From an optimization exercise on the open Yosys and OpenROAD flow, aimed at small area and a short achievable clock period; shortcuts taken in it are not production practice.
Function was not checked in any run shown here: the RTL went through the layout flow alone.

==> design/flow/design.v <==
module full_adder(output sum,
                  output carry_out,
                  input x,
                  input y,
                  input carry_in);
assign sum = x ^ y ^ carry_in;
assign carry_out = (x & y) | (x & carry_in) | (y & carry_in);
endmodule
module g_and2(output y, input a, input b);
assign y = a & b;
endmodule
module g_aoi21(output y, input a, input b, input c);
assign y = ~((a & b) | c);
endmodule
module g_inv(output y, input a);
assign y = ~a;
endmodule
module g_nand2(output y, input a, input b);
assign y = ~(a & b);
endmodule
module g_nor2(output y, input a, input b);
assign y = ~(a | b);
endmodule
module g_oai21(output y, input a, input b, input c);
assign y = ~((a | b) & c);
endmodule
module g_or2(output y, input a, input b);
assign y = a | b;
endmodule
module g_xnor2(output y, input a, input b);
assign y = ~(a ^ b);
endmodule
module g_xor2(output y, input a, input b);
assign y = a ^ b;
endmodule
module half_adder_n(output sum_n,
                    output carry_n,
                    input a_n,
                    input b_n);
xnor_n xs(sum_n, a_n, b_n);
or_n oc(carry_n, a_n, b_n);
endmodule
module xnor_n(output y, input a, input b);
assign y = ~(a ^ b);
endmodule
module or_n(output y, input a, input b);
assign y = a | b;
endmodule
module fir_3tap (input clk,
                 input [7:0] Xin,
                 input [7:0] H0,
                 input [7:0] H1,
                 input [7:0] H2,
                 output reg [15:0] Yout);
reg [7:0] Xd, H1d, H2d;
reg [15:0] Pn;
wire t2_p0_0 = ~(Xd[0] & H2d[0]);
wire t2_p0_1 = ~(Xd[0] & H2d[1]);
wire t2_p0_2 = ~(Xd[0] & H2d[2]);
wire t2_p0_3 = ~(Xd[0] & H2d[3]);
wire t2_p0_4 = ~(Xd[0] & H2d[4]);
wire t2_p0_5 = ~(Xd[0] & H2d[5]);
wire t2_p0_6 = ~(Xd[0] & H2d[6]);
wire t2_p0_7 = ~(Xd[0] & H2d[7]);
wire t2_p1_0 = ~(Xd[1] & H2d[0]);
wire t2_p1_1 = ~(Xd[1] & H2d[1]);
wire t2_p1_2 = ~(Xd[1] & H2d[2]);
wire t2_p1_3 = ~(Xd[1] & H2d[3]);
wire t2_p1_4 = ~(Xd[1] & H2d[4]);
wire t2_p1_5 = ~(Xd[1] & H2d[5]);
wire t2_p1_6 = ~(Xd[1] & H2d[6]);
wire t2_p1_7 = ~(Xd[1] & H2d[7]);
wire t2_p2_0 = ~(Xd[2] & H2d[0]);
wire t2_p2_1 = ~(Xd[2] & H2d[1]);
wire t2_p2_2 = ~(Xd[2] & H2d[2]);
wire t2_p2_3 = ~(Xd[2] & H2d[3]);
wire t2_p2_4 = ~(Xd[2] & H2d[4]);
wire t2_p2_5 = ~(Xd[2] & H2d[5]);
wire t2_p2_6 = ~(Xd[2] & H2d[6]);
wire t2_p2_7 = ~(Xd[2] & H2d[7]);
wire t2_p3_0 = ~(Xd[3] & H2d[0]);
wire t2_p3_1 = ~(Xd[3] & H2d[1]);
wire t2_p3_2 = ~(Xd[3] & H2d[2]);
wire t2_p3_3 = ~(Xd[3] & H2d[3]);
wire t2_p3_4 = ~(Xd[3] & H2d[4]);
wire t2_p3_5 = ~(Xd[3] & H2d[5]);
wire t2_p3_6 = ~(Xd[3] & H2d[6]);
wire t2_p3_7 = ~(Xd[3] & H2d[7]);
wire t2_p4_0 = ~(Xd[4] & H2d[0]);
wire t2_p4_1 = ~(Xd[4] & H2d[1]);
wire t2_p4_2 = ~(Xd[4] & H2d[2]);
wire t2_p4_3 = ~(Xd[4] & H2d[3]);
wire t2_p4_4 = ~(Xd[4] & H2d[4]);
wire t2_p4_5 = ~(Xd[4] & H2d[5]);
wire t2_p4_6 = ~(Xd[4] & H2d[6]);
wire t2_p4_7 = ~(Xd[4] & H2d[7]);
wire t2_p5_0 = ~(Xd[5] & H2d[0]);
wire t2_p5_1 = ~(Xd[5] & H2d[1]);
wire t2_p5_2 = ~(Xd[5] & H2d[2]);
wire t2_p5_3 = ~(Xd[5] & H2d[3]);
wire t2_p5_4 = ~(Xd[5] & H2d[4]);
wire t2_p5_5 = ~(Xd[5] & H2d[5]);
wire t2_p5_6 = ~(Xd[5] & H2d[6]);
wire t2_p5_7 = ~(Xd[5] & H2d[7]);
wire t2_p6_0 = ~(Xd[6] & H2d[0]);
wire t2_p6_1 = ~(Xd[6] & H2d[1]);
wire t2_p6_2 = ~(Xd[6] & H2d[2]);
wire t2_p6_3 = ~(Xd[6] & H2d[3]);
wire t2_p6_4 = ~(Xd[6] & H2d[4]);
wire t2_p6_5 = ~(Xd[6] & H2d[5]);
wire t2_p6_6 = ~(Xd[6] & H2d[6]);
wire t2_p6_7 = ~(Xd[6] & H2d[7]);
wire t2_p7_0 = ~(Xd[7] & H2d[0]);
wire t2_p7_1 = ~(Xd[7] & H2d[1]);
wire t2_p7_2 = ~(Xd[7] & H2d[2]);
wire t2_p7_3 = ~(Xd[7] & H2d[3]);
wire t2_p7_4 = ~(Xd[7] & H2d[4]);
wire t2_p7_5 = ~(Xd[7] & H2d[5]);
wire t2_p7_6 = ~(Xd[7] & H2d[6]);
wire t2_p7_7 = ~(Xd[7] & H2d[7]);
wire t2_s0, t2_c0;
half_adder_n t2_ha0 (t2_s0, t2_c0, t2_p0_6, t2_p1_5);
wire t2_s1, t2_c1;
full_adder t2_fa1 (t2_s1, t2_c1, t2_p0_7, t2_p1_6, t2_p2_5);
wire t2_s2, t2_c2;
half_adder_n t2_ha2 (t2_s2, t2_c2, t2_p3_4, t2_p4_3);
wire t2_s3, t2_c3;
full_adder t2_fa3 (t2_s3, t2_c3, t2_p1_7, t2_p2_6, t2_p3_5);
wire t2_s4, t2_c4;
half_adder_n t2_ha4 (t2_s4, t2_c4, t2_p4_4, t2_p5_3);
wire t2_s5, t2_c5;
full_adder t2_fa5 (t2_s5, t2_c5, t2_p2_7, t2_p3_6, t2_p4_5);
wire t2_s6, t2_c6;
half_adder_n t2_ha6 (t2_s6, t2_c6, t2_p0_4, t2_p1_3);
wire t2_s7, t2_c7;
full_adder t2_fa7 (t2_s7, t2_c7, t2_p0_5, t2_p1_4, t2_p2_3);
wire t2_s8, t2_c8;
half_adder_n t2_ha8 (t2_s8, t2_c8, t2_p3_2, t2_p4_1);
wire t2_s9, t2_c9;
full_adder t2_fa9 (t2_s9, t2_c9, t2_p2_4, t2_p3_3, t2_p4_2);
wire t2_s10, t2_c10;
full_adder t2_fa10 (t2_s10, t2_c10, t2_p5_1, t2_p6_0, t2_s0);
wire t2_s11, t2_c11;
full_adder t2_fa11 (t2_s11, t2_c11, t2_p5_2, t2_p6_1, t2_p7_0);
wire t2_s12, t2_c12;
full_adder t2_fa12 (t2_s12, t2_c12, t2_c0, t2_s2, t2_s1);
wire t2_s13, t2_c13;
full_adder t2_fa13 (t2_s13, t2_c13, t2_p6_2, t2_p7_1, t2_c2);
wire t2_s14, t2_c14;
full_adder t2_fa14 (t2_s14, t2_c14, t2_s4, t2_c1, t2_s3);
wire t2_s15, t2_c15;
full_adder t2_fa15 (t2_s15, t2_c15, t2_p5_4, t2_p6_3, t2_p7_2);
wire t2_s16, t2_c16;
full_adder t2_fa16 (t2_s16, t2_c16, t2_c4, t2_c3, t2_s5);
wire t2_s17, t2_c17;
full_adder t2_fa17 (t2_s17, t2_c17, t2_p3_7, t2_p4_6, t2_p5_5);
wire t2_s18, t2_c18;
full_adder t2_fa18 (t2_s18, t2_c18, t2_p6_4, t2_p7_3, t2_c5);
wire t2_s19, t2_c19;
full_adder t2_fa19 (t2_s19, t2_c19, t2_p4_7, t2_p5_6, t2_p6_5);
wire t2_s20, t2_c20;
half_adder_n t2_ha20 (t2_s20, t2_c20, t2_p0_3, t2_p1_2);
wire t2_s21, t2_c21;
full_adder t2_fa21 (t2_s21, t2_c21, t2_p2_2, t2_p3_1, t2_p4_0);
wire t2_s22, t2_c22;
full_adder t2_fa22 (t2_s22, t2_c22, t2_p5_0, t2_c6, t2_s8);
wire t2_s23, t2_c23;
full_adder t2_fa23 (t2_s23, t2_c23, t2_c8, t2_c7, t2_s9);
wire t2_s24, t2_c24;
full_adder t2_fa24 (t2_s24, t2_c24, t2_c9, t2_s11, t2_c10);
wire t2_s25, t2_c25;
full_adder t2_fa25 (t2_s25, t2_c25, t2_c11, t2_s13, t2_c12);
wire t2_s26, t2_c26;
full_adder t2_fa26 (t2_s26, t2_c26, t2_s15, t2_c13, t2_c14);
wire t2_s27, t2_c27;
full_adder t2_fa27 (t2_s27, t2_c27, t2_c15, t2_s17, t2_c16);
wire t2_s28, t2_c28;
full_adder t2_fa28 (t2_s28, t2_c28, t2_p7_4, t2_c17, t2_s19);
wire t2_s29, t2_c29;
full_adder t2_fa29 (t2_s29, t2_c29, t2_p5_7, t2_p6_6, t2_p7_5);
wire t2_s30, t2_c30;
half_adder_n t2_ha30 (t2_s30, t2_c30, t2_p0_2, t2_p1_1);
wire t2_s31, t2_c31;
full_adder t2_fa31 (t2_s31, t2_c31, t2_p2_1, t2_p3_0, t2_s20);
wire t2_s32, t2_c32;
full_adder t2_fa32 (t2_s32, t2_c32, t2_c20, t2_s6, t2_s21);
wire t2_s33, t2_c33;
full_adder t2_fa33 (t2_s33, t2_c33, t2_c21, t2_s7, t2_s22);
wire t2_s34, t2_c34;
full_adder t2_fa34 (t2_s34, t2_c34, t2_c22, t2_s10, t2_s23);
wire t2_s35, t2_c35;
full_adder t2_fa35 (t2_s35, t2_c35, t2_c23, t2_s12, t2_s24);
wire t2_s36, t2_c36;
full_adder t2_fa36 (t2_s36, t2_c36, t2_s14, t2_c24, t2_s25);
wire t2_s37, t2_c37;
full_adder t2_fa37 (t2_s37, t2_c37, t2_s16, t2_c25, t2_s26);
wire t2_s38, t2_c38;
full_adder t2_fa38 (t2_s38, t2_c38, t2_s18, t2_c26, t2_s27);
wire t2_s39, t2_c39;
full_adder t2_fa39 (t2_s39, t2_c39, t2_c18, t2_s28, t2_c27);
wire t2_s40, t2_c40;
full_adder t2_fa40 (t2_s40, t2_c40, t2_c19, t2_s29, t2_c28);
wire t2_s41, t2_c41;
full_adder t2_fa41 (t2_s41, t2_c41, t2_p6_7, t2_p7_6, t2_c29);
wire n1;
g_xnor2 u1 (n1, t2_p0_1, t2_p1_0);
wire n2;
g_or2 u2 (n2, t2_p0_1, t2_p1_0);
wire t2_rs2, t2_rc2;
full_adder t2_rfa2 (t2_rs2, t2_rc2, t2_s30, t2_p2_0, n2);
wire t2_rs3, t2_rc3;
full_adder t2_rfa3 (t2_rs3, t2_rc3, t2_c30, t2_s31, t2_rc2);
wire t2_rs4, t2_rc4;
full_adder t2_rfa4 (t2_rs4, t2_rc4, t2_c31, t2_s32, t2_rc3);
wire t2_rs5, t2_rc5;
full_adder t2_rfa5 (t2_rs5, t2_rc5, t2_c32, t2_s33, t2_rc4);
wire t2_rs6, t2_rc6;
full_adder t2_rfa6 (t2_rs6, t2_rc6, t2_c33, t2_s34, t2_rc5);
wire t2_rs7, t2_rc7;
full_adder t2_rfa7 (t2_rs7, t2_rc7, t2_c34, t2_s35, t2_rc6);
wire t2_rs8, t2_rc8;
full_adder t2_rfa8 (t2_rs8, t2_rc8, t2_c35, t2_s36, t2_rc7);
wire t2_rs9, t2_rc9;
full_adder t2_rfa9 (t2_rs9, t2_rc9, t2_c36, t2_s37, t2_rc8);
wire n3;
g_or2 u3 (n3, t2_c37, t2_s38);
wire n4;
g_and2 u4 (n4, t2_c37, t2_s38);
wire n5;
g_aoi21 u5 (n5, n3, t2_rc9, n4);
wire n6;
g_nor2 u6 (n6, t2_c38, t2_s39);
wire n7;
g_nand2 u7 (n7, t2_c38, t2_s39);
wire n8;
g_oai21 u8 (n8, n6, n5, n7);
wire n9;
g_or2 u9 (n9, t2_c39, t2_s40);
wire n10;
g_and2 u10 (n10, t2_c39, t2_s40);
wire n11;
g_aoi21 u11 (n11, n9, n8, n10);
wire n12;
g_nor2 u12 (n12, t2_c40, t2_s41);
wire n13;
g_nand2 u13 (n13, t2_c40, t2_s41);
wire n14;
g_oai21 u14 (n14, n12, n11, n13);
wire n15;
g_or2 u15 (n15, t2_c41, t2_p7_7);
wire n16;
g_and2 u16 (n16, t2_c41, t2_p7_7);
wire n17;
g_aoi21 u17 (n17, n15, n14, n16);
wire n18;
g_xor2 u18 (n18, t2_c37, t2_s38);
wire n19;
g_xor2 u19 (n19, n18, t2_rc9);
wire n20;
g_xor2 u20 (n20, t2_c38, t2_s39);
wire n21;
g_xnor2 u21 (n21, n20, n5);
wire n22;
g_xor2 u22 (n22, t2_c39, t2_s40);
wire n23;
g_xor2 u23 (n23, n22, n8);
wire n24;
g_xor2 u24 (n24, t2_c40, t2_s41);
wire n25;
g_xnor2 u25 (n25, n24, n11);
wire n26;
g_xor2 u26 (n26, t2_c41, t2_p7_7);
wire n27;
g_xor2 u27 (n27, n26, n14);
wire n28;
g_inv u28 (n28, n17);
wire [15:0] t2_sn = {n28, n27, n25, n23, n21, n19, t2_rs9, t2_rs8, t2_rs7, t2_rs6, t2_rs5, t2_rs4, t2_rs3, t2_rs2, n1, t2_p0_0};
wire t1_p0_0 = ~(Xd[0] & H1d[0]);
wire t1_p0_1 = ~(Xd[0] & H1d[1]);
wire t1_p0_2 = ~(Xd[0] & H1d[2]);
wire t1_p0_3 = ~(Xd[0] & H1d[3]);
wire t1_p0_4 = ~(Xd[0] & H1d[4]);
wire t1_p0_5 = ~(Xd[0] & H1d[5]);
wire t1_p0_6 = ~(Xd[0] & H1d[6]);
wire t1_p0_7 = ~(Xd[0] & H1d[7]);
wire t1_p1_0 = ~(Xd[1] & H1d[0]);
wire t1_p1_1 = ~(Xd[1] & H1d[1]);
wire t1_p1_2 = ~(Xd[1] & H1d[2]);
wire t1_p1_3 = ~(Xd[1] & H1d[3]);
wire t1_p1_4 = ~(Xd[1] & H1d[4]);
wire t1_p1_5 = ~(Xd[1] & H1d[5]);
wire t1_p1_6 = ~(Xd[1] & H1d[6]);
wire t1_p1_7 = ~(Xd[1] & H1d[7]);
wire t1_p2_0 = ~(Xd[2] & H1d[0]);
wire t1_p2_1 = ~(Xd[2] & H1d[1]);
wire t1_p2_2 = ~(Xd[2] & H1d[2]);
wire t1_p2_3 = ~(Xd[2] & H1d[3]);
wire t1_p2_4 = ~(Xd[2] & H1d[4]);
wire t1_p2_5 = ~(Xd[2] & H1d[5]);
wire t1_p2_6 = ~(Xd[2] & H1d[6]);
wire t1_p2_7 = ~(Xd[2] & H1d[7]);
wire t1_p3_0 = ~(Xd[3] & H1d[0]);
wire t1_p3_1 = ~(Xd[3] & H1d[1]);
wire t1_p3_2 = ~(Xd[3] & H1d[2]);
wire t1_p3_3 = ~(Xd[3] & H1d[3]);
wire t1_p3_4 = ~(Xd[3] & H1d[4]);
wire t1_p3_5 = ~(Xd[3] & H1d[5]);
wire t1_p3_6 = ~(Xd[3] & H1d[6]);
wire t1_p3_7 = ~(Xd[3] & H1d[7]);
wire t1_p4_0 = ~(Xd[4] & H1d[0]);
wire t1_p4_1 = ~(Xd[4] & H1d[1]);
wire t1_p4_2 = ~(Xd[4] & H1d[2]);
wire t1_p4_3 = ~(Xd[4] & H1d[3]);
wire t1_p4_4 = ~(Xd[4] & H1d[4]);
wire t1_p4_5 = ~(Xd[4] & H1d[5]);
wire t1_p4_6 = ~(Xd[4] & H1d[6]);
wire t1_p4_7 = ~(Xd[4] & H1d[7]);
wire t1_p5_0 = ~(Xd[5] & H1d[0]);
wire t1_p5_1 = ~(Xd[5] & H1d[1]);
wire t1_p5_2 = ~(Xd[5] & H1d[2]);
wire t1_p5_3 = ~(Xd[5] & H1d[3]);
wire t1_p5_4 = ~(Xd[5] & H1d[4]);
wire t1_p5_5 = ~(Xd[5] & H1d[5]);
wire t1_p5_6 = ~(Xd[5] & H1d[6]);
wire t1_p5_7 = ~(Xd[5] & H1d[7]);
wire t1_p6_0 = ~(Xd[6] & H1d[0]);
wire t1_p6_1 = ~(Xd[6] & H1d[1]);
wire t1_p6_2 = ~(Xd[6] & H1d[2]);
wire t1_p6_3 = ~(Xd[6] & H1d[3]);
wire t1_p6_4 = ~(Xd[6] & H1d[4]);
wire t1_p6_5 = ~(Xd[6] & H1d[5]);
wire t1_p6_6 = ~(Xd[6] & H1d[6]);
wire t1_p6_7 = ~(Xd[6] & H1d[7]);
wire t1_p7_0 = ~(Xd[7] & H1d[0]);
wire t1_p7_1 = ~(Xd[7] & H1d[1]);
wire t1_p7_2 = ~(Xd[7] & H1d[2]);
wire t1_p7_3 = ~(Xd[7] & H1d[3]);
wire t1_p7_4 = ~(Xd[7] & H1d[4]);
wire t1_p7_5 = ~(Xd[7] & H1d[5]);
wire t1_p7_6 = ~(Xd[7] & H1d[6]);
wire t1_p7_7 = ~(Xd[7] & H1d[7]);
wire t1_s0, t1_c0;
half_adder_n t1_ha0 (t1_s0, t1_c0, Pn[5], t1_p0_5);
wire t1_s1, t1_c1;
full_adder t1_fa1 (t1_s1, t1_c1, Pn[6], t1_p0_6, t1_p1_5);
wire t1_s2, t1_c2;
half_adder_n t1_ha2 (t1_s2, t1_c2, t1_p2_4, t1_p3_3);
wire t1_s3, t1_c3;
full_adder t1_fa3 (t1_s3, t1_c3, Pn[7], t1_p0_7, t1_p1_6);
wire t1_s4, t1_c4;
full_adder t1_fa4 (t1_s4, t1_c4, t1_p2_5, t1_p3_4, t1_p4_3);
wire t1_s5, t1_c5;
half_adder_n t1_ha5 (t1_s5, t1_c5, t1_p5_2, t1_p6_1);
wire t1_s6, t1_c6;
full_adder t1_fa6 (t1_s6, t1_c6, Pn[8], t1_p1_7, t1_p2_6);
wire t1_s7, t1_c7;
full_adder t1_fa7 (t1_s7, t1_c7, t1_p3_5, t1_p4_4, t1_p5_3);
wire t1_s8, t1_c8;
half_adder_n t1_ha8 (t1_s8, t1_c8, t1_p6_2, t1_p7_1);
wire t1_s9, t1_c9;
full_adder t1_fa9 (t1_s9, t1_c9, Pn[9], t1_p2_7, t1_p3_6);
wire t1_s10, t1_c10;
full_adder t1_fa10 (t1_s10, t1_c10, t1_p4_5, t1_p5_4, t1_p6_3);
wire t1_s11, t1_c11;
full_adder t1_fa11 (t1_s11, t1_c11, Pn[10], t1_p3_7, t1_p4_6);
wire t1_s12, t1_c12;
half_adder_n t1_ha12 (t1_s12, t1_c12, Pn[3], t1_p0_3);
wire t1_s13, t1_c13;
full_adder t1_fa13 (t1_s13, t1_c13, Pn[4], t1_p0_4, t1_p1_3);
wire t1_s14, t1_c14;
half_adder_n t1_ha14 (t1_s14, t1_c14, t1_p2_2, t1_p3_1);
wire t1_s15, t1_c15;
full_adder t1_fa15 (t1_s15, t1_c15, t1_p1_4, t1_p2_3, t1_p3_2);
wire t1_s16, t1_c16;
full_adder t1_fa16 (t1_s16, t1_c16, t1_p4_1, t1_p5_0, t1_s0);
wire t1_s17, t1_c17;
full_adder t1_fa17 (t1_s17, t1_c17, t1_p4_2, t1_p5_1, t1_p6_0);
wire t1_s18, t1_c18;
full_adder t1_fa18 (t1_s18, t1_c18, t1_c0, t1_s2, t1_s1);
wire t1_s19, t1_c19;
full_adder t1_fa19 (t1_s19, t1_c19, t1_p7_0, t1_c2, t1_s5);
wire t1_s20, t1_c20;
full_adder t1_fa20 (t1_s20, t1_c20, t1_c1, t1_s3, t1_s4);
wire t1_s21, t1_c21;
full_adder t1_fa21 (t1_s21, t1_c21, t1_c5, t1_s8, t1_c3);
wire t1_s22, t1_c22;
full_adder t1_fa22 (t1_s22, t1_c22, t1_c4, t1_s6, t1_s7);
wire t1_s23, t1_c23;
full_adder t1_fa23 (t1_s23, t1_c23, t1_p7_2, t1_c8, t1_c6);
wire t1_s24, t1_c24;
full_adder t1_fa24 (t1_s24, t1_c24, t1_c7, t1_s10, t1_s9);
wire t1_s25, t1_c25;
full_adder t1_fa25 (t1_s25, t1_c25, t1_p5_5, t1_p6_4, t1_p7_3);
wire t1_s26, t1_c26;
full_adder t1_fa26 (t1_s26, t1_c26, t1_c10, t1_c9, t1_s11);
wire t1_s27, t1_c27;
full_adder t1_fa27 (t1_s27, t1_c27, Pn[11], t1_p4_7, t1_p5_6);
wire t1_s28, t1_c28;
full_adder t1_fa28 (t1_s28, t1_c28, t1_p6_5, t1_p7_4, t1_c11);
wire t1_s29, t1_c29;
full_adder t1_fa29 (t1_s29, t1_c29, Pn[12], t1_p5_7, t1_p6_6);
wire t1_s30, t1_c30;
half_adder_n t1_ha30 (t1_s30, t1_c30, Pn[2], t1_p0_2);
wire t1_s31, t1_c31;
full_adder t1_fa31 (t1_s31, t1_c31, t1_p1_2, t1_p2_1, t1_p3_0);
wire t1_s32, t1_c32;
full_adder t1_fa32 (t1_s32, t1_c32, t1_p4_0, t1_c12, t1_s14);
wire t1_s33, t1_c33;
full_adder t1_fa33 (t1_s33, t1_c33, t1_c14, t1_c13, t1_s15);
wire t1_s34, t1_c34;
full_adder t1_fa34 (t1_s34, t1_c34, t1_c15, t1_s17, t1_c16);
wire t1_s35, t1_c35;
full_adder t1_fa35 (t1_s35, t1_c35, t1_c17, t1_s19, t1_c18);
wire t1_s36, t1_c36;
full_adder t1_fa36 (t1_s36, t1_c36, t1_c19, t1_c20, t1_s21);
wire t1_s37, t1_c37;
full_adder t1_fa37 (t1_s37, t1_c37, t1_c21, t1_c22, t1_s23);
wire t1_s38, t1_c38;
full_adder t1_fa38 (t1_s38, t1_c38, t1_s25, t1_c23, t1_c24);
wire t1_s39, t1_c39;
full_adder t1_fa39 (t1_s39, t1_c39, t1_c25, t1_s27, t1_c26);
wire t1_s40, t1_c40;
full_adder t1_fa40 (t1_s40, t1_c40, t1_p7_5, t1_c27, t1_s29);
wire t1_s41, t1_c41;
full_adder t1_fa41 (t1_s41, t1_c41, Pn[13], t1_p6_7, t1_p7_6);
wire t1_s42, t1_c42;
half_adder_n t1_ha42 (t1_s42, t1_c42, Pn[1], t1_p0_1);
wire t1_s43, t1_c43;
full_adder t1_fa43 (t1_s43, t1_c43, t1_p1_1, t1_p2_0, t1_s30);
wire t1_s44, t1_c44;
full_adder t1_fa44 (t1_s44, t1_c44, t1_c30, t1_s12, t1_s31);
wire t1_s45, t1_c45;
full_adder t1_fa45 (t1_s45, t1_c45, t1_c31, t1_s13, t1_s32);
wire t1_s46, t1_c46;
full_adder t1_fa46 (t1_s46, t1_c46, t1_c32, t1_s16, t1_s33);
wire t1_s47, t1_c47;
full_adder t1_fa47 (t1_s47, t1_c47, t1_c33, t1_s18, t1_s34);
wire t1_s48, t1_c48;
full_adder t1_fa48 (t1_s48, t1_c48, t1_s20, t1_c34, t1_s35);
wire t1_s49, t1_c49;
full_adder t1_fa49 (t1_s49, t1_c49, t1_s22, t1_c35, t1_s36);
wire t1_s50, t1_c50;
full_adder t1_fa50 (t1_s50, t1_c50, t1_s24, t1_c36, t1_s37);
wire t1_s51, t1_c51;
full_adder t1_fa51 (t1_s51, t1_c51, t1_s26, t1_c37, t1_s38);
wire t1_s52, t1_c52;
full_adder t1_fa52 (t1_s52, t1_c52, t1_s28, t1_c38, t1_s39);
wire t1_s53, t1_c53;
full_adder t1_fa53 (t1_s53, t1_c53, t1_c28, t1_s40, t1_c39);
wire t1_s54, t1_c54;
full_adder t1_fa54 (t1_s54, t1_c54, t1_c29, t1_s41, t1_c40);
wire t1_s55, t1_c55;
full_adder t1_fa55 (t1_s55, t1_c55, Pn[14], t1_p7_7, t1_c41);
wire t1x_s0, t1x_c0;
half_adder_n t1x_ha0 (t1x_s0, t1x_c0, t1_c47, t1_s48);
wire t1x_s1, t1x_c1;
half_adder_n t1x_ha1 (t1x_s1, t1x_c1, t1_c48, t1_s49);
wire t0_p0_0 = ~(Xin[0] & H0[0]);
wire t0_p0_1 = ~(Xin[0] & H0[1]);
wire t0_p0_2 = ~(Xin[0] & H0[2]);
wire t0_p0_3 = ~(Xin[0] & H0[3]);
wire t0_p0_4 = ~(Xin[0] & H0[4]);
wire t0_p0_5 = ~(Xin[0] & H0[5]);
wire t0_p0_6 = ~(Xin[0] & H0[6]);
wire t0_p0_7 = ~(Xin[0] & H0[7]);
wire t0_p1_0 = ~(Xin[1] & H0[0]);
wire t0_p1_1 = ~(Xin[1] & H0[1]);
wire t0_p1_2 = ~(Xin[1] & H0[2]);
wire t0_p1_3 = ~(Xin[1] & H0[3]);
wire t0_p1_4 = ~(Xin[1] & H0[4]);
wire t0_p1_5 = ~(Xin[1] & H0[5]);
wire t0_p1_6 = ~(Xin[1] & H0[6]);
wire t0_p1_7 = ~(Xin[1] & H0[7]);
wire t0_p2_0 = ~(Xin[2] & H0[0]);
wire t0_p2_1 = ~(Xin[2] & H0[1]);
wire t0_p2_2 = ~(Xin[2] & H0[2]);
wire t0_p2_3 = ~(Xin[2] & H0[3]);
wire t0_p2_4 = ~(Xin[2] & H0[4]);
wire t0_p2_5 = ~(Xin[2] & H0[5]);
wire t0_p2_6 = ~(Xin[2] & H0[6]);
wire t0_p2_7 = ~(Xin[2] & H0[7]);
wire t0_p3_0 = ~(Xin[3] & H0[0]);
wire t0_p3_1 = ~(Xin[3] & H0[1]);
wire t0_p3_2 = ~(Xin[3] & H0[2]);
wire t0_p3_3 = ~(Xin[3] & H0[3]);
wire t0_p3_4 = ~(Xin[3] & H0[4]);
wire t0_p3_5 = ~(Xin[3] & H0[5]);
wire t0_p3_6 = ~(Xin[3] & H0[6]);
wire t0_p3_7 = ~(Xin[3] & H0[7]);
wire t0_p4_0 = ~(Xin[4] & H0[0]);
wire t0_p4_1 = ~(Xin[4] & H0[1]);
wire t0_p4_2 = ~(Xin[4] & H0[2]);
wire t0_p4_3 = ~(Xin[4] & H0[3]);
wire t0_p4_4 = ~(Xin[4] & H0[4]);
wire t0_p4_5 = ~(Xin[4] & H0[5]);
wire t0_p4_6 = ~(Xin[4] & H0[6]);
wire t0_p4_7 = ~(Xin[4] & H0[7]);
wire t0_p5_0 = ~(Xin[5] & H0[0]);
wire t0_p5_1 = ~(Xin[5] & H0[1]);
wire t0_p5_2 = ~(Xin[5] & H0[2]);
wire t0_p5_3 = ~(Xin[5] & H0[3]);
wire t0_p5_4 = ~(Xin[5] & H0[4]);
wire t0_p5_5 = ~(Xin[5] & H0[5]);
wire t0_p5_6 = ~(Xin[5] & H0[6]);
wire t0_p5_7 = ~(Xin[5] & H0[7]);
wire t0_p6_0 = ~(Xin[6] & H0[0]);
wire t0_p6_1 = ~(Xin[6] & H0[1]);
wire t0_p6_2 = ~(Xin[6] & H0[2]);
wire t0_p6_3 = ~(Xin[6] & H0[3]);
wire t0_p6_4 = ~(Xin[6] & H0[4]);
wire t0_p6_5 = ~(Xin[6] & H0[5]);
wire t0_p6_6 = ~(Xin[6] & H0[6]);
wire t0_p6_7 = ~(Xin[6] & H0[7]);
wire t0_p7_0 = ~(Xin[7] & H0[0]);
wire t0_p7_1 = ~(Xin[7] & H0[1]);
wire t0_p7_2 = ~(Xin[7] & H0[2]);
wire t0_p7_3 = ~(Xin[7] & H0[3]);
wire t0_p7_4 = ~(Xin[7] & H0[4]);
wire t0_p7_5 = ~(Xin[7] & H0[5]);
wire t0_p7_6 = ~(Xin[7] & H0[6]);
wire t0_p7_7 = ~(Xin[7] & H0[7]);
wire t0_s0, t0_c0;
half_adder_n t0_ha0 (t0_s0, t0_c0, t1_c44, t1_s45);
wire t0_s1, t0_c1;
full_adder t0_fa1 (t0_s1, t0_c1, t1_c45, t1_s46, t0_p0_5);
wire t0_s2, t0_c2;
half_adder_n t0_ha2 (t0_s2, t0_c2, t0_p1_4, t0_p2_3);
wire t0_s3, t0_c3;
full_adder t0_fa3 (t0_s3, t0_c3, t1_c46, t1_s47, t0_p0_6);
wire t0_s4, t0_c4;
full_adder t0_fa4 (t0_s4, t0_c4, t0_p1_5, t0_p2_4, t0_p3_3);
wire t0_s5, t0_c5;
half_adder_n t0_ha5 (t0_s5, t0_c5, t0_p4_2, t0_p5_1);
wire t0_s6, t0_c6;
full_adder t0_fa6 (t0_s6, t0_c6, t1x_s0, t0_p0_7, t0_p1_6);
wire t0_s7, t0_c7;
full_adder t0_fa7 (t0_s7, t0_c7, t0_p2_5, t0_p3_4, t0_p4_3);
wire t0_s8, t0_c8;
full_adder t0_fa8 (t0_s8, t0_c8, t0_p5_2, t0_p6_1, t0_p7_0);
wire t0_s9, t0_c9;
full_adder t0_fa9 (t0_s9, t0_c9, t1x_c0, t1x_s1, t0_p1_7);
wire t0_s10, t0_c10;
full_adder t0_fa10 (t0_s10, t0_c10, t0_p2_6, t0_p3_5, t0_p4_4);
wire t0_s11, t0_c11;
full_adder t0_fa11 (t0_s11, t0_c11, t0_p5_3, t0_p6_2, t0_p7_1);
wire t0_s12, t0_c12;
full_adder t0_fa12 (t0_s12, t0_c12, t1_c49, t1_s50, t1x_c1);
wire t0_s13, t0_c13;
full_adder t0_fa13 (t0_s13, t0_c13, t0_p2_7, t0_p3_6, t0_p4_5);
wire t0_s14, t0_c14;
full_adder t0_fa14 (t0_s14, t0_c14, t0_p5_4, t0_p6_3, t0_p7_2);
wire t0_s15, t0_c15;
full_adder t0_fa15 (t0_s15, t0_c15, t1_c50, t1_s51, t0_p3_7);
wire t0_s16, t0_c16;
full_adder t0_fa16 (t0_s16, t0_c16, t0_p4_6, t0_p5_5, t0_p6_4);
wire t0_s17, t0_c17;
full_adder t0_fa17 (t0_s17, t0_c17, t1_c51, t1_s52, t0_p4_7);
wire t0_s18, t0_c18;
half_adder_n t0_ha18 (t0_s18, t0_c18, t1_c42, t1_s43);
wire t0_s19, t0_c19;
full_adder t0_fa19 (t0_s19, t0_c19, t1_c43, t1_s44, t0_p0_3);
wire t0_s20, t0_c20;
half_adder_n t0_ha20 (t0_s20, t0_c20, t0_p1_2, t0_p2_1);
wire t0_s21, t0_c21;
full_adder t0_fa21 (t0_s21, t0_c21, t0_s0, t0_p0_4, t0_p1_3);
wire t0_s22, t0_c22;
full_adder t0_fa22 (t0_s22, t0_c22, t0_p2_2, t0_p3_1, t0_p4_0);
wire t0_s23, t0_c23;
full_adder t0_fa23 (t0_s23, t0_c23, t0_c0, t0_p3_2, t0_p4_1);
wire t0_s24, t0_c24;
full_adder t0_fa24 (t0_s24, t0_c24, t0_p5_0, t0_s2, t0_s1);
wire t0_s25, t0_c25;
full_adder t0_fa25 (t0_s25, t0_c25, t0_p6_0, t0_c2, t0_s5);
wire t0_s26, t0_c26;
full_adder t0_fa26 (t0_s26, t0_c26, t0_c1, t0_s3, t0_s4);
wire t0_s27, t0_c27;
full_adder t0_fa27 (t0_s27, t0_c27, t0_c5, t0_c3, t0_c4);
wire t0_s28, t0_c28;
full_adder t0_fa28 (t0_s28, t0_c28, t0_s6, t0_s7, t0_s8);
wire t0_s29, t0_c29;
full_adder t0_fa29 (t0_s29, t0_c29, t0_c6, t0_c7, t0_c8);
wire t0_s30, t0_c30;
full_adder t0_fa30 (t0_s30, t0_c30, t0_s10, t0_s11, t0_s9);
wire t0_s31, t0_c31;
full_adder t0_fa31 (t0_s31, t0_c31, t0_s12, t0_c10, t0_c11);
wire t0_s32, t0_c32;
full_adder t0_fa32 (t0_s32, t0_c32, t0_c9, t0_s13, t0_s14);
wire t0_s33, t0_c33;
full_adder t0_fa33 (t0_s33, t0_c33, t0_p7_3, t0_c12, t0_c13);
wire t0_s34, t0_c34;
full_adder t0_fa34 (t0_s34, t0_c34, t0_c14, t0_s15, t0_s16);
wire t0_s35, t0_c35;
full_adder t0_fa35 (t0_s35, t0_c35, t0_p5_6, t0_p6_5, t0_p7_4);
wire t0_s36, t0_c36;
full_adder t0_fa36 (t0_s36, t0_c36, t0_c15, t0_c16, t0_s17);
wire t0_s37, t0_c37;
full_adder t0_fa37 (t0_s37, t0_c37, t1_s53, t1_c52, t0_p5_7);
wire t0_s38, t0_c38;
full_adder t0_fa38 (t0_s38, t0_c38, t0_p6_6, t0_p7_5, t0_c17);
wire t0_s39, t0_c39;
full_adder t0_fa39 (t0_s39, t0_c39, t1_s54, t1_c53, t0_p6_7);
wire t0_s40, t0_c40;
half_adder_n t0_ha40 (t0_s40, t0_c40, t1_p1_0, t1_s42);
wire t0_s41, t0_c41;
full_adder t0_fa41 (t0_s41, t0_c41, t0_s18, t0_p0_2, t0_p1_1);
wire t0_s42, t0_c42;
full_adder t0_fa42 (t0_s42, t0_c42, t0_c18, t0_p3_0, t0_s20);
wire t0_s43, t0_c43;
full_adder t0_fa43 (t0_s43, t0_c43, t0_c20, t0_c19, t0_s21);
wire t0_s44, t0_c44;
full_adder t0_fa44 (t0_s44, t0_c44, t0_c21, t0_c22, t0_s23);
wire t0_s45, t0_c45;
full_adder t0_fa45 (t0_s45, t0_c45, t0_c23, t0_s25, t0_c24);
wire t0_s46, t0_c46;
full_adder t0_fa46 (t0_s46, t0_c46, t0_c25, t0_c26, t0_s27);
wire t0_s47, t0_c47;
full_adder t0_fa47 (t0_s47, t0_c47, t0_c27, t0_c28, t0_s29);
wire t0_s48, t0_c48;
full_adder t0_fa48 (t0_s48, t0_c48, t0_c29, t0_c30, t0_s31);
wire t0_s49, t0_c49;
full_adder t0_fa49 (t0_s49, t0_c49, t0_c31, t0_c32, t0_s33);
wire t0_s50, t0_c50;
full_adder t0_fa50 (t0_s50, t0_c50, t0_s35, t0_c33, t0_c34);
wire t0_s51, t0_c51;
full_adder t0_fa51 (t0_s51, t0_c51, t0_c35, t0_s37, t0_c36);
wire t0_s52, t0_c52;
full_adder t0_fa52 (t0_s52, t0_c52, t0_p7_6, t0_c37, t0_s39);
wire t0_s53, t0_c53;
full_adder t0_fa53 (t0_s53, t0_c53, t1_s55, t1_c54, t0_p7_7);
wire t0_s54, t0_c54;
half_adder_n t0_ha54 (t0_s54, t0_c54, Pn[0], t1_p0_0);
wire t0_s55, t0_c55;
full_adder t0_fa55 (t0_s55, t0_c55, t0_s40, t0_p0_1, t0_p1_0);
wire t0_s56, t0_c56;
full_adder t0_fa56 (t0_s56, t0_c56, t0_c40, t0_p2_0, t0_s41);
wire t0_s57, t0_c57;
full_adder t0_fa57 (t0_s57, t0_c57, t0_c41, t0_s19, t0_s42);
wire t0_s58, t0_c58;
full_adder t0_fa58 (t0_s58, t0_c58, t0_s22, t0_c42, t0_s43);
wire t0_s59, t0_c59;
full_adder t0_fa59 (t0_s59, t0_c59, t0_c43, t0_s24, t0_s44);
wire t0_s60, t0_c60;
full_adder t0_fa60 (t0_s60, t0_c60, t0_c44, t0_s26, t0_s45);
wire t0_s61, t0_c61;
full_adder t0_fa61 (t0_s61, t0_c61, t0_s28, t0_c45, t0_s46);
wire t0_s62, t0_c62;
full_adder t0_fa62 (t0_s62, t0_c62, t0_s30, t0_c46, t0_s47);
wire t0_s63, t0_c63;
full_adder t0_fa63 (t0_s63, t0_c63, t0_s32, t0_c47, t0_s48);
wire t0_s64, t0_c64;
full_adder t0_fa64 (t0_s64, t0_c64, t0_s34, t0_c48, t0_s49);
wire t0_s65, t0_c65;
full_adder t0_fa65 (t0_s65, t0_c65, t0_s36, t0_c49, t0_s50);
wire t0_s66, t0_c66;
full_adder t0_fa66 (t0_s66, t0_c66, t0_s38, t0_c50, t0_s51);
wire t0_s67, t0_c67;
full_adder t0_fa67 (t0_s67, t0_c67, t0_c38, t0_s52, t0_c51);
wire t0_s68, t0_c68;
full_adder t0_fa68 (t0_s68, t0_c68, t0_c39, t0_s53, t0_c52);
wire t0_s69, t0_c69;
full_adder t0_fa69 (t0_s69, t0_c69, Pn[15], t1_c55, t0_c53);
wire n29;
g_xnor2 u29 (n29, t0_s54, t0_p0_0);
wire n30;
g_or2 u30 (n30, t0_s54, t0_p0_0);
wire t0_rs1, t0_rc1;
full_adder t0_rfa1 (t0_rs1, t0_rc1, t0_c54, t0_s55, n30);
wire t0_rs2, t0_rc2;
full_adder t0_rfa2 (t0_rs2, t0_rc2, t0_c55, t0_s56, t0_rc1);
wire n31;
g_or2 u31 (n31, t0_c56, t0_s57);
wire n32;
g_and2 u32 (n32, t0_c56, t0_s57);
wire n33;
g_aoi21 u33 (n33, n31, t0_rc2, n32);
wire n34;
g_nor2 u34 (n34, t0_c57, t0_s58);
wire n35;
g_nand2 u35 (n35, t0_c57, t0_s58);
wire n36;
g_oai21 u36 (n36, n34, n33, n35);
wire n37;
g_or2 u37 (n37, t0_c58, t0_s59);
wire n38;
g_and2 u38 (n38, t0_c58, t0_s59);
wire n39;
g_aoi21 u39 (n39, n37, n36, n38);
wire n40;
g_nor2 u40 (n40, t0_c59, t0_s60);
wire n41;
g_nand2 u41 (n41, t0_c59, t0_s60);
wire n42;
g_oai21 u42 (n42, n40, n39, n41);
wire n43;
g_nor2 u43 (n43, t0_c61, t0_s62);
wire n44;
g_nand2 u44 (n44, t0_c60, t0_s61);
wire n45;
g_nand2 u45 (n45, t0_c61, t0_s62);
wire n46;
g_oai21 u46 (n46, n43, n44, n45);
wire n47;
g_nor2 u47 (n47, t0_c60, t0_s61);
wire n48;
g_nor2 u48 (n48, n43, n47);
wire n49;
g_nor2 u49 (n49, t0_c63, t0_s64);
wire n50;
g_nand2 u50 (n50, t0_c62, t0_s63);
wire n51;
g_nand2 u51 (n51, t0_c63, t0_s64);
wire n52;
g_oai21 u52 (n52, n49, n50, n51);
wire n53;
g_nor2 u53 (n53, t0_c62, t0_s63);
wire n54;
g_nor2 u54 (n54, n49, n53);
wire n55;
g_nor2 u55 (n55, t0_c65, t0_s66);
wire n56;
g_nand2 u56 (n56, t0_c64, t0_s65);
wire n57;
g_nand2 u57 (n57, t0_c65, t0_s66);
wire n58;
g_oai21 u58 (n58, n55, n56, n57);
wire n59;
g_nor2 u59 (n59, t0_c64, t0_s65);
wire n60;
g_nor2 u60 (n60, n55, n59);
wire n61;
g_nor2 u61 (n61, t0_c67, t0_s68);
wire n62;
g_nand2 u62 (n62, t0_c66, t0_s67);
wire n63;
g_nand2 u63 (n63, t0_c67, t0_s68);
wire n64;
g_oai21 u64 (n64, n61, n62, n63);
wire n65;
g_nor2 u65 (n65, t0_c66, t0_s67);
wire n66;
g_nor2 u66 (n66, n61, n65);
wire n67;
g_aoi21 u67 (n67, n48, n42, n46);
wire n68;
g_or2 u68 (n68, t0_c59, t0_s60);
wire n69;
g_nand2 u69 (n69, n48, n68);
wire n70;
g_aoi21 u70 (n70, n60, n52, n58);
wire n71;
g_nand2 u71 (n71, n60, n54);
wire n72;
g_oai21 u72 (n72, n71, n67, n70);
wire n73;
g_nor2 u73 (n73, n71, n69);
wire n74;
g_inv u74 (n74, n54);
wire n75;
g_inv u75 (n75, n52);
wire n76;
g_oai21 u76 (n76, n74, n67, n75);
wire n77;
g_inv u77 (n77, n54);
wire n78;
g_nor2 u78 (n78, n77, n69);
wire n79;
g_aoi21 u79 (n79, n66, n72, n64);
wire n80;
g_nand2 u80 (n80, n66, n73);
wire n81;
g_or2 u81 (n81, t0_c60, t0_s61);
wire n82;
g_and2 u82 (n82, t0_c60, t0_s61);
wire n83;
g_aoi21 u83 (n83, n81, n42, n82);
wire n84;
g_nand2 u84 (n84, n81, n68);
wire n85;
g_oai21 u85 (n85, n53, n67, n50);
wire n86;
g_nor2 u86 (n86, n53, n69);
wire n87;
g_or2 u87 (n87, t0_c64, t0_s65);
wire n88;
g_and2 u88 (n88, t0_c64, t0_s65);
wire n89;
g_aoi21 u89 (n89, n87, n76, n88);
wire n90;
g_nand2 u90 (n90, n87, n78);
wire n91;
g_or2 u91 (n91, t0_c66, t0_s67);
wire n92;
g_and2 u92 (n92, t0_c66, t0_s67);
wire n93;
g_aoi21 u93 (n93, n91, n72, n92);
wire n94;
g_nand2 u94 (n94, n91, n73);
wire n95;
g_inv u95 (n95, n29);
wire n96;
g_inv u96 (n96, t0_rs1);
wire n97;
g_inv u97 (n97, t0_rs2);
wire n98;
g_xor2 u98 (n98, t0_c56, t0_s57);
wire n99;
g_xnor2 u99 (n99, n98, t0_rc2);
wire n100;
g_xor2 u100 (n100, t0_c57, t0_s58);
wire n101;
g_xor2 u101 (n101, n100, n33);
wire n102;
g_xor2 u102 (n102, t0_c58, t0_s59);
wire n103;
g_xnor2 u103 (n103, n102, n36);
wire n104;
g_xor2 u104 (n104, t0_c59, t0_s60);
wire n105;
g_xor2 u105 (n105, n104, n39);
wire n106;
g_xor2 u106 (n106, t0_c60, t0_s61);
wire n107;
g_xnor2 u107 (n107, n106, n42);
wire n108;
g_xor2 u108 (n108, t0_c61, t0_s62);
wire n109;
g_xor2 u109 (n109, n108, n83);
wire n110;
g_xor2 u110 (n110, t0_c62, t0_s63);
wire n111;
g_xor2 u111 (n111, n110, n67);
wire n112;
g_xor2 u112 (n112, t0_c63, t0_s64);
wire n113;
g_xnor2 u113 (n113, n112, n85);
wire n114;
g_xor2 u114 (n114, t0_c64, t0_s65);
wire n115;
g_xnor2 u115 (n115, n114, n76);
wire n116;
g_xor2 u116 (n116, t0_c65, t0_s66);
wire n117;
g_xor2 u117 (n117, n116, n89);
wire n118;
g_xor2 u118 (n118, t0_c66, t0_s67);
wire n119;
g_xnor2 u119 (n119, n118, n72);
wire n120;
g_xor2 u120 (n120, t0_c67, t0_s68);
wire n121;
g_xor2 u121 (n121, n120, n93);
wire n122;
g_xor2 u122 (n122, t0_c68, t0_s69);
wire n123;
g_xor2 u123 (n123, n122, n79);
wire [15:0] t0_sn = {n123, n121, n119, n117, n115, n113, n111, n109, n107, n105, n103, n101, n99, n97, n96, n95};
always @(posedge clk) begin
  Xd   <= Xin;
  H1d  <= H1;
  H2d  <= H2;
  Pn   <= t2_sn;
  Yout <= t0_sn;
end
endmodule
==> design/flow/flow/run.sh <==
#!/bin/bash
# The standard layout (standard.sh), with two changes to how it is made:
# - ports are buffered with buf_1 instead of the default delay buffer;
# - repair_timing aims for 6.9 ns of setup slack instead of 0.
set -euo pipefail
export SETUP_SLACK_MARGIN=7.6
export SETUP_MOVE_SEQUENCE=unbuffer,sizeup,swap
export BUFFER_PORTS_ARGS="-buffer_cell sky130_fd_sc_hd__buf_1"
bash standard.sh > standard.log 2>&1
==> design/flow/standard.sh <==
#!/bin/bash
# synth_recipe.tcl (not shown) runs the flow's synth.tcl, then flattens the netlist and writes it again
# the make line also repeats each setting of config.mk as NAME=value (left out here)
make -C /OpenROAD-flow-scripts/flow DESIGN_CONFIG=/design/flow/config.mk WORK_HOME=/design/flow/orfs CLKGATE_MAP_FILE= SYNTH_SCRIPT=/design/flow/synth_recipe.tcl "${@:-finish}"
==> design/flow/config.mk <==
export PLATFORM = sky130hd
export DESIGN_NAME = fir_3tap
export DESIGN_NICKNAME = fir_3tap
export VERILOG_FILES = /design/flow/design.v
export SDC_FILE = /design/flow/constraint.sdc
export NUM_CORES = 4
export LEC_CHECK = 0
export CAP_MARGIN = 20
export CORE_MARGIN = 2
export CORE_UTILIZATION = 55
export CTS_BUF_LIST = sky130_fd_sc_hd__clkbuf_8
export SLEW_MARGIN = 20
export SYNTH_HIERARCHICAL = 1
export SYNTH_MINIMUM_KEEP_SIZE = 0
export TNS_END_PERCENT = 0
==> design/flow/constraint.sdc <==
create_clock -name core_clock -period 12.5 [get_ports {clk}]
set_input_delay 2.5000 -clock core_clock [delete_from_list [all_inputs] [get_ports {clk}]]
set_output_delay 2.5000 -clock core_clock [all_outputs]
set_load 0.01 [all_outputs]
==> results of run 1 <==
-- cell type report --
type	count	area (um2)
multi-input combinational	503	5040
fill	985	4640
sequential	56	1160
timing repair buffer	49	206
tap	143	179
clock buffer	5	68.8
clock inverter	3	47.5
inverter	6	22.5
antenna	1	2.50
-- how the worst min path moves through the flow --
stage                               end  slack, ns  cells past startpoint
after floorplan           Pn[0]$_DFF_P_       0.49                      2
after global placement    Pn[0]$_DFF_P_       0.50                      1
after detailed placement  Pn[0]$_DFF_P_       0.50                      1
after CTS                 Pn[0]$_DFF_P_       0.52                      1
after global routing      Pn[0]$_DFF_P_       0.57                      1
final                     Pn[0]$_DFF_P_       0.52                      1
-- per-module statistics from Yosys (local to each module, per instance), excerpt --
module	area [um2]	cells	flip-flops and latches	times used
g_inv	3.75	1	0	6
g_nor2	3.75	1	0	16
g_nand2	3.75	1	0	13
full_adder	20.0	1	0	156
g_xor2	8.76	1	0	28
g_xnor2	8.76	1	0	10
-- what timing repair did --
| action | 4_1_cts | 5_1_grt |
|---|---|---|
| buffers inserted | 0 | 0 |
| pin swaps | 16 | 2 |
| endpoints found under the hold margin | 0 | 0 |
| endpoints found under the setup margin | 16 | 15 |
| gates resized for setup | 37 | 5 |
-- cell families (layout without fill, tap and decap cells) --
kind of cell	after synthesis	after routing
XOR/XNOR	62	62
flip-flops	56	56
AO/OA/AOI/OAI	22	22
adder cells (fa/ha/maj)	156	156
buffers and inverters	54	63
AND/OR/NAND/NOR	263	263
other	0	1
-- synthesized netlist by cell type --
cell type	count	area [um2]
nand2_1	204	766
fa_1	156	3120
dfxtp_1	56	1120
or2_1	34	213
xnor2_1	34	298
xor2_1	28	245
buf_2	26	130
buf_6	16	180
nor2_1	16	60.1
a21oi_2	11	96.3
o21ai_1	11	55.1
and2_1	8	50.1
clkbuf_2	6	30.0
inv_1	6	22.5
nand2_2	1	6.26
-- critical path: cells and delay by family (launching register included) --
family | cells | cell delay, ns
adders and majority gates | 8 | 3.83
AOI/OAI and AO/OA | 4 | 0.55
DFF | 1 | 0.51
and+or+nand+nor | 3 | 0.45
xor gates and xnor gates | 1 | 0.14
-- stage by stage --
step | cell area [um2] | hold WS (ns)
detailed placement | 6530 | 0.497
global placement | 6530 | 0.498
floorplan | 6590 | 0.495
global route | 6730 | 0.566
finish | 6730 | 0.524
CTS | 6710 | 0.524
-- metal layers --
layer,up-vias,wire length [um],track usage
li1,1834,-,-
met1,2135,5020,0.286
met2,80,6440,0.390
met3,12,413,0.0327
met4,0,131,0.0568
met5,-,0,0
-- cell usage in the layout, fill, tap and decap left out, drive strengths merged, types with 5 or more instances in the layout --
cell	instances
nand2	205
fa	156
dfxtp	56
buf	49
or2	34
xnor2	34
xor2	28
nor2	16
a21oi	11
o21ai	11
and2	8
inv	6
clkbuf	5
-- sequential cells by signal (all words and copies together) (netlist names) --
register	flops
H1d	8
H2d	8
Pn	16
Xd	8
Yout	16
==> flow_summary_export.csv, run 1 <==
group,metric,value,unit
cts,cts_root_buf,"clkbuf_8",
route,vias,4061,
yosys,synthCells,613,
cts,cts_made_buffers,5,
timing,worstMarginPinSlew,0.454,ns
global_routing,grt_max_degree,19,
status,status,"timing/DRC/antenna clean",
worst_setup_path,crit_slowest_cell,"fa_2",
yosys,synthAdderAreaFrac,0.488,
floorplanning,die_area,0.0125,mm2
route,drcViolationCount,0,
run,maxCapViolCount,0,
floorplanning,die_width,112,um
worst_setup_path,cp_max_fo,16,
cts,clk_pin_slew,0.12,ns
route,detail_route.iter0.violations,185,
cts,cts_tree,"done",
worst_setup_path,required,12.78,ns
worst_setup_path,end_kind,"flop",
final_layout,instances_no_fill,766,
yosys,netlist_area,0.00640,mm2
final_layout,area_growth,5.18,%
worst_setup_path,cp.arrival,5.80,ns
timing,rsz0062_at_grt,"yes",
global_routing,gr-usage-all-layers,0.220,
yosys,synth.area.mux_share,0,
worst_setup_path,max_stage_delay,0.55,ns
yosys,ys.warnings.count,7,
worst_setup_path,critical_path_class,"reg -> reg",
worst_setup_path,crit_chain,"nand2_2 -> fa_1 -> fa_2 -> fa_1 -> fa_1 -> or2_1 -> fa_2 -> fa_1 -> fa_2 -> fa_1 -> nand2_1 -> o21ai_1 -> a21oi_2 -> o21ai_4 -> a21oi_2 -> xor2_1",
timing,setup_viol,0,
timing,final.period_utilization,0.442,
yosys,synthXorXnorAreaFrac,0.0849,
yosys,ys_types,15,
yosys,synthesis.nets,802,
global_routing,gr-total-overflow,0,
worst_setup_path,critPathLaunch,"Xd[3]$_DFF_P_",
global_routing,antenna_found_initial,1,
floorplanning,start_util,0.563,
cts,cts.sinks,56,
route,wl_per_cell,15.7,um
placement,dp.final_hpwl,9680,um
final_layout,drive_gt1_frac,0.143,
cts,hold_buffers,0,
hold_path,hold_start,"H2d[0]$_DFF_P_",
timing,drv_slew,0,
placement,dp_cells,757,
worst_setup_path,worstSetupStartpointType,"flop",
global_routing,grt_pass1_vias,4554,
timing,fin_worst_skew,0.0158,ns
yosys,ys_seq_area_frac,0.175,
yosys,ys_ff_latch,56,
final_layout,nets,810,
placement,place_ws,6.43,ns
timing,setup_tns,0,ns
worst_setup_path,critPathCapture,"Yout[14]$_DFF_P_",
worst_setup_path,rr_startpoint,"Xd[3]$_DFF_P_",
timing,max_freq,181,MHz
worst_setup_path,ff2ff_setup_slack,6.97,ns
timing,period_needed,5.53,ns
final_layout,final_util,0.592,
worst_setup_path,path_common_cell,"fa_1",
timing,setup_slack,6.97,ns
route,drt_pre_antenna_iters,5,
global_routing,grt_pass1_wl,21800,um
cts,htree_levels,2,
placement,gp_congestion,0.820,
cts,cts_buffer_depth,2,
yosys,synth-simple-area-share,0.171,
route,drt_wl_total,12000,um
yosys,syn_area_per_cell,10.4,um2
hold_path,holdCritPathClass,"reg -> reg",
worst_setup_path,rr_worst_depth,16,
placement,port_buffers,48,
route,ant_nets,0,
route,vias_per_cell,5.30,
floorplanning,num_rows,39,
timing,slew_headroom,0.697,
yosys,synth_top_family_by_area,"adder cells",
floorplanning,coreArea,0.0114,mm2
worst_setup_path,regToRegEndpoint,"Yout[14]$_DFF_P_",
floorplanning,ios,49,
floorplanning,die_h,112,um
cts,clk_latency,0.34,ns
yosys,synth_compound_area_frac,0.0237,
timing,hold_viol,0,
==> run 2: changes to the inputs <==
==> design/flow/flow/run.sh (replaced) <==
#!/bin/bash
# The standard layout (standard.sh), with three changes to how it is made:
# - ports are buffered with buf_1 instead of the default delay buffer;
# - repair_timing aims for 6.9 ns of setup slack instead of 0;
# - repair_timing fixes setup by resizing and pin swapping only (no new buffers).
set -euo pipefail
export SETUP_SLACK_MARGIN=6.9
export SETUP_MOVE_SEQUENCE=unbuffer,sizeup,swap
export BUFFER_PORTS_ARGS="-buffer_cell sky130_fd_sc_hd__buf_1"
bash standard.sh > standard.log 2>&1
--- a/design/flow/config.mk
+++ b/design/flow/config.mk
@@ -9,3 +9,3 @@
 export CORE_MARGIN = 2
-export CORE_UTILIZATION = 55
+export CORE_UTILIZATION = 45
 export CTS_BUF_LIST = sky130_fd_sc_hd__clkbuf_8
==> flow_summary_export.csv, run 2 <==
group,metric,value,unit
final_layout,area_growth,4.79,%
yosys,async_flop_share,0,
route,drcViolationCount,0,
yosys,synth_common_cells,"nand2_1 (204), fa_1 (156), dfxtp_1 (56), or2_1 (34), xnor2_1 (34)",
final_layout,final_util,0.483,
floorplanning,die_area,0.0152,mm2
timing,period_needed,5.56,ns
placement,place_ws,6.24,ns
yosys,synth_area_leaders,"fa_1 (49%), dfxtp_1 (18%), nand2_1 (12%)",
worst_setup_path,required,12.76,ns
yosys,syn_area_per_cell,10.4,um2
yosys,netlist.top_cell.by_area,"fa_1",
worst_setup_path,end_kind,"flop",
final_layout,reg_top3,"Pn (16), Yout (16)",
final_layout,seqCellArea,0.00116,mm2
cts,cts_setup_buffers,0,
cts,hold_buffers,0,
worst_setup_path,max_stage_delay,0.56,ns
yosys,netlist_area,0.00640,mm2
route,wl_per_cell,15.4,um
yosys,synthesis.nets,802,
timing,slew_headroom,0.739,
worst_setup_path,cp.arrival,5.83,ns
final_layout,final_common_cell,"nand2_1",
yosys,ys_types,15,
final_layout,layout_common_cells,"nand2_1 (199), fa_1 (145), dfxtp_1 (42)",
route,drt_pre_antenna_iters,4,
floorplanning,die_width,123,um
global_routing,gr-total-overflow,0,
floorplanning,start_util,0.461,
cts,clk_latency,0.34,ns
hold_path,holdCritPathClass,"reg -> reg",
worst_setup_path,crit_buf_inv,1,
cts,cts_made_buffers,5,
cts,cts_tree,"done",
worst_setup_path,cp_top_family,"adder cells",
floorplanning,num_rows,43,
global_routing,grt_pass1_wl,21800,um
cts,clk_pin_slew,0.11,ns
status,status,"timing/DRC/antenna clean",
global_routing,gr-usage-all-layers,0.188,
worst_setup_path,critical_path_class,"in -> reg",
yosys,yosys_most_used_dff,"dfxtp_1",
timing,setup_slack,6.94,ns
worst_setup_path,crit_chain,"buf_1 -> nand2_1 -> fa_1 -> fa_1 -> fa_1 -> fa_1 -> nor2_2 -> nor2_2 -> a21oi_4 -> o21ai_4 -> a21oi_2 -> xor2_1",
placement,dp.final_hpwl,9920,um
final_layout,fill_cells,1321,
placement,dp_cells,793,
timing,setup_viol,0,
cts,cts.sinks,56,
timing,max_freq,180,MHz
yosys,synthCells,613,
timing,worstMarginPinSlew,0.392,ns
worst_setup_path,path_common_cell,"fa_1",
route,drt_wl_total,12300,um
final_layout,nets,809,
cts,htree_levels,2,
final_layout,multi_input_area,0.00501,mm2
route,vias,4045,
timing,hold_viol,0,
timing,setup_tns,0,ns
timing,rsz0062_at_grt,"yes",
route,ant_nets,0,
worst_setup_path,ff2ff_setup_slack,6.98,ns
timing,fin_worst_skew,0.0186,ns
yosys,ys.warnings.count,7,
placement,gp_congestion,0.833,
placement,port_buffers,48,
worst_setup_path,crit_slowest_cell,"fa_1",
final_layout,instances_no_fill,801,
run,maxCapViolCount,0,
yosys,yosysMostFrequentCell,"nand2_1",
final_layout,n_antenna_cell,0,
floorplanning,die_h,123,um
floorplanning,coreArea,0.0139,mm2
worst_setup_path,worstSetupStartpointType,"input pin",
floorplanning,ios,49,
yosys,ys_ff_latch,56,
yosys,synth_edf_count,0,
timing,drv_slew,0,
global_routing,antenna_found_initial,0,
route,detail_route.iter0.violations,126,
route,vias_per_cell,5.05,
worst_setup_path,cp_max_fo,8,
yosys,ys_seq_area_frac,0.175,
global_routing,grt_max_degree,19,
yosys,synth_top_cell_area_share,0.488,
cts,cts_buffer_depth,2,
final_layout,drive_gt1_frac,0.124,
cts,cts_root_buf,"clkbuf_8",
timing,hold_ws,0.524,ns
global_routing,grt_pass1_vias,4648,
timing,final.period_utilization,0.445,
-- run 2: per-layer routing --
layer | share of wire | routed length (um) | GRT usage | vias to the layer above
li1 | - | - | - | 1829
met1 | 0.42 | 5150 | 0.236 | 2090
met2 | 0.52 | 6400 | 0.336 | 106
met3 | 0.044 | 538 | 0.0268 | 20
met4 | 0.020 | 244 | 0.0554 | 0
met5 | 0 | 0 | 0 | -
-- run 2: cell families (layout without fill, tap and decap cells) --
kind of cell | count (synthesis) | in the layout | synth area share
adder cells (fa/ha/maj) | 156 | 156 | 0.488
buffers and inverters | 54 | 62 | 0.0567
AND/OR/NAND/NOR | 263 | 263 | 0.171
flip-flops | 56 | 56 | 0.175
XOR/XNOR | 62 | 62 | 0.0849
AO/OA/AOI/OAI | 22 | 22 | 0.0237
-- run 2: final timing paths --
check,cells after the start,endpoint,start
max,12,Yout[14]$_DFF_P_,H0[7]
min,1,Pn[0]$_DFF_P_,H2d[0]$_DFF_P_
max reg2reg,16,Yout[14]$_DFF_P_,Xd[0]$_DFF_P_
min reg2reg,1,Pn[0]$_DFF_P_,H2d[0]$_DFF_P_
-- run 2: per-stage QoR --
stage               area, um2
CTS                      6660
floorplan                6400
detailed placement       6470
finish                   6700
global route             6700
global placement         6470
-- run 2: cell type report --
type | count | share of cell area
flip-flops and latches | 56 | 0.172
multi-input cells | 503 | 0.747
clock inverters | 3 | 0.00336
inverters | 6 | 0.00336
clock buffers | 5 | 0.0103
repair buffers | 48 | 0.0297
well taps | 180 | 0.0336
-- run 2: Yosys stat by module, one instance, submodules excluded, a selection --
module	area, um2	cells	copies in the design
g_xnor2	8.76	1	10
g_nor2	3.75	1	16
g_inv	3.75	1	6
g_oai21	5.00	1	11
full_adder	20.0	1	156
g_and2	6.26	1	8
fir_3tap	2180	296	1
g_xor2	8.76	1	28
g_nand2	3.75	1	13
g_or2	6.26	1	10
or_n	6.26	1	24
xnor_n	8.76	1	24
-- run 2: timing repair --
action	in CTS	in global routing
gates resized for setup	50	14
endpoints found under the setup margin	9	8
pin swaps	18	18
cloned	0	0

afterwards: timing with drivers on the ports:
In the flow no input, the clock included, has a driving cell. The finished layouts below were timed again as built, in two steps.
Step 1 (the two cells are an assumption about what drives the block):
set clk [get_ports {clk}]
set_driving_cell -lib_cell sky130_fd_sc_hd__clkbuf_16 $clk
set_driving_cell -lib_cell sky130_fd_sc_hd__buf_2 [delete_from_list [all_inputs] $clk]
Step 2 also shifts input and output timing later by t, the mid clock arrival at the registers, as if the neighbouring blocks saw the same clock.
Slacks: no drivers / after step 1 / after step 2; pairs: no drivers / after step 1.
run | shift t [ns] | setup slack, ns | worst setup path after step 2 | cell pins on the clock port's net
run 1 | 0.362 | 6.974 / 6.974 / 6.637 | input to register | 1
run 2 | 0.367 | 6.938 / 6.947 / 6.580 | input to register | 1
After both steps every run listed still meets setup and hold. For run 2, which loses most, drivers alone change the setup slack by +0.009 ns; drivers and shift together by -0.358 ns.
